This is an optimization exercise on Yosys and OpenROAD, whose aim is small area, not a production implementation. Only simulation tests tie the RTL to the original design; equivalence was not proved. Power is estimated from default activity; no workload was simulated.

==> try-amber: inputs <==
// tholin_riscv
module tholin_riscv(
    output [15:0] bus_out,
    input [15:0] bus_in,
    output le_lo,
    output le_hi,
    output OEb,
    output WEb_lo,
    output WEb_hi,
    output bus_dir,
    output SCLK,
    output SDO,
    input SDI,
    output TXD,
    input RXD,
    output reg [5:0] PORT_dir,
    output reg [5:0] PORT_out,
    input [5:0] PORT_in,
    input clk,
    input rst_n
);
reg [2:0] irqs;
reg io_int_enable;
reg uart_int_enable;
reg timer_int_enable;
reg last_io_state;
wire [1:0] highest_irq = irqs[2] ? 3 : (irqs[1] ? 2 : (irqs[0] ? 1 : 0));
reg [1:0] current_irq;
reg [31:0] PC;
reg [31:0] PCE;
reg [31:0] tmr0;
reg [31:0] tmr1;
reg [31:0] tmr0_pre;
reg [31:0] tmr1_pre;
reg [31:0] tmr0_top;
reg [31:0] tmr1_top;
reg [31:0] tmr0_pre_ctr;
reg [31:0] tmr1_pre_ctr;
reg [29:0] intr_vec;
reg [31:0] requested_addr;
reg is_write;
reg [31:0] mem_io;
reg [1:0] io_size;
reg [1:0] ret_state;
wire [2:0] ret_cycle = {ret_state[1], ret_state};
reg int_enabled;
reg [3:0] cycle;
localparam FETCH = 0;
localparam MEM1 = 1;
localparam MEM2 = 2;
localparam MEM3 = 3;
localparam MEM4 = 4;
localparam MEM5 = 5;
localparam EXEC1 = 6;
localparam LOAD = 7;
localparam MUL = 8;
localparam DIV1 = 9;
localparam DIV2 = 10;
wire le_lo_pre = cycle == MEM1 || cycle == MEM4;
assign le_lo = le_lo_pre;
wire le_hi_pre = cycle == MEM2;
assign le_hi = le_hi_pre;
wire WEb = !((cycle == MEM3 || cycle == MEM5) && is_write);
assign bus_dir = !(le_lo_pre || le_hi_pre || (!WEb));
assign OEb = !((cycle == MEM3 || cycle == MEM5) && !is_write);
assign WEb_lo = !(io_size != 0 || requested_addr[0] == 0) || WEb;
assign WEb_hi = !(io_size != 0 || requested_addr[0] == 1) || WEb;
reg [15:0] bus_out_c;
always @(*) begin
    case(cycle)
        default: bus_out_c = 0;
        MEM1: bus_out_c = requested_addr[16:1];
        MEM2: bus_out_c = {1'b0, requested_addr[31:17]};
        MEM3: begin
            if(io_size == 0) begin
                if(requested_addr[0]) bus_out_c = {mem_io[7:0], 8'h00};
                else bus_out_c = {8'h00, mem_io[7:0]};
            end else begin
                bus_out_c = mem_io[15:0];
            end
        end
  ...
==> flow/config.mk <==
export PLATFORM = sky130hd
export DESIGN_NAME = tholin_riscv
export DESIGN_NICKNAME = tholin_riscv
export VERILOG_FILES = /design/flow/design.v
export SDC_FILE = /design/flow/constraint.sdc
export NUM_CORES = 4
export LEC_CHECK = 0
export CAP_MARGIN = 20
export CORE_MARGIN = 2
export CORE_UTILIZATION = 50
export CTS_BUF_LIST = sky130_fd_sc_hd__clkbuf_16
export CTS_CLUSTER_DIAMETER = 50
export CTS_CLUSTER_SIZE = 20
export PLACE_DENSITY = 0.6
export SLEW_MARGIN = 20
export SYNTH_HIERARCHICAL = 1
==> flow/constraint.sdc <==
create_clock -name core_clock -period 15.0 [get_ports {clk}]
set_input_delay 3.0000 -clock core_clock [delete_from_list [all_inputs] [get_ports {clk}]]
set_output_delay 3.0000 -clock core_clock [all_outputs]
set_load 0.01 [all_outputs]
run.sh (not shown) runs the stock make flow with config.mk's settings and CLKGATE_MAP_FILE= SYNTH_SCRIPT=/design/flow/synth_recipe.tcl, a recipe that flattens the netlist after the stock synthesis.
==> inputs of try-pepper, as changes to try-amber <==
- CORE_UTILIZATION: 50 -> 45
- CTS_BUF_LIST: sky130_fd_sc_hd__clkbuf_16 -> sky130_fd_sc_hd__clkbuf_8
- CTS_CLUSTER_DIAMETER: 50 -> not set
- CTS_CLUSTER_SIZE: 20 -> not set
- PLACE_DENSITY: 0.6 -> 0.55
==> summary of the runs <==
Against try-pepper, the worst setup slack of try-amber is lower by 0.27 ns.
Of try-pepper and try-amber, try-pepper has the higher wire length (gap 3.3%, measured against try-amber).
In try-amber the worst hold slack is higher than in try-pepper, by 0.0093 ns.
Against try-amber, the die area of try-pepper is larger by 11%.
Between try-pepper and try-amber, the lower clock skew is in try-amber (gap 0.042 ns).
Of try-pepper and try-amber, try-pepper has the higher count of clock-buffer cells in the layout (gap 179).
In synthesized area, try-amber and try-pepper do not differ.


==> v22 <==
tholin_riscv, a different RTL version from the one above (not shown whole).
clock: 15.0 ns
lec_check: 0
cap_margin: 20
core_margin: 2
core_utilization: 45
cts_buf_list: sky130_fd_sc_hd__clkbuf_4 sky130_fd_sc_hd__clkbuf_8
place_density: 0.55
slew_margin: 20
synth_hierarchical: 1
==> v3 (differences from v22) <==
CTS_BUF_LIST = sky130_fd_sc_hd__clkbuf_8   (was sky130_fd_sc_hd__clkbuf_4 sky130_fd_sc_hd__clkbuf_8)
==> run summary <==
| metric | v3 | v22 |
|---|---|---|
| Run status | no timing/DRC/antenna violations | no timing/DRC/antenna violations |
| Share of the final layout cell area in sequential cells | 42.1% | 42.0% |
| Clock buffer count in the final layout | 340 | 446 |
| Internal power component | 9800 µW | 10100 µW |
| Multi-input gate area | 45700 µm² | 45700 µm² |
| Combinational fraction of design power | 50.8% | 50.0% |
| Layout area overhead | 12.3% | 12.7% |
| Total buffers and inverters traversed by the critical path | 2 | 3 |
| Non-clock buffer instance count of the final layout | 502 | 503 |
| Nets | 9382 | 9383 |
| Non-clock buffer share of cell area | 3.99% | 3.98% |
| Total routing resource utilization after global routing | 42.9% | 43.0% |
| Pwr Total | 18500 µW | 18700 µW |
| Clock insertion delay at the later pin of the skew report | 1100 ps | 1090 ps |
| Peak per-stage delay on the critical path | 1110 ps | 990 ps |

## re-timing with driven ports
No port has a modelled driver above. Below, the same layouts with a new extraction and two added sets of constraints.
Step 1: set_driving_cell puts a clkbuf_16 on clk and a buf_2 on each other input, an assumption about the parent block.
Step 2 adds t to the input delays and takes it off the output delays; t is the mean of the earliest and latest rising clock arrival at the registers after step 1. Input paths then give back, and output paths get back, about the clock's delay inside the block.
Slacks: no drivers / after step 1 / after step 2; pairs: no drivers / after step 1.
run	t, ns	setup slack, ns	worst hold slack (ns)
try-amber	0.940	1.154 / 1.230 / 0.290	0.457 / 0.457 / 0.457
try-pepper	1.123	1.423 / 1.462 / 0.339	0.448 / 0.448 / 0.448
v22	1.135	1.441 / 1.518 / 0.382	0.455 / 0.455 / 0.455
v3	1.145	1.411 / 1.486 / 0.341	0.455 / 0.455 / 0.455
After both steps every run listed still meets setup and hold. For try-pepper, which loses most, drivers alone change the setup slack by +0.039 ns; drivers and shift together by -1.084 ns.
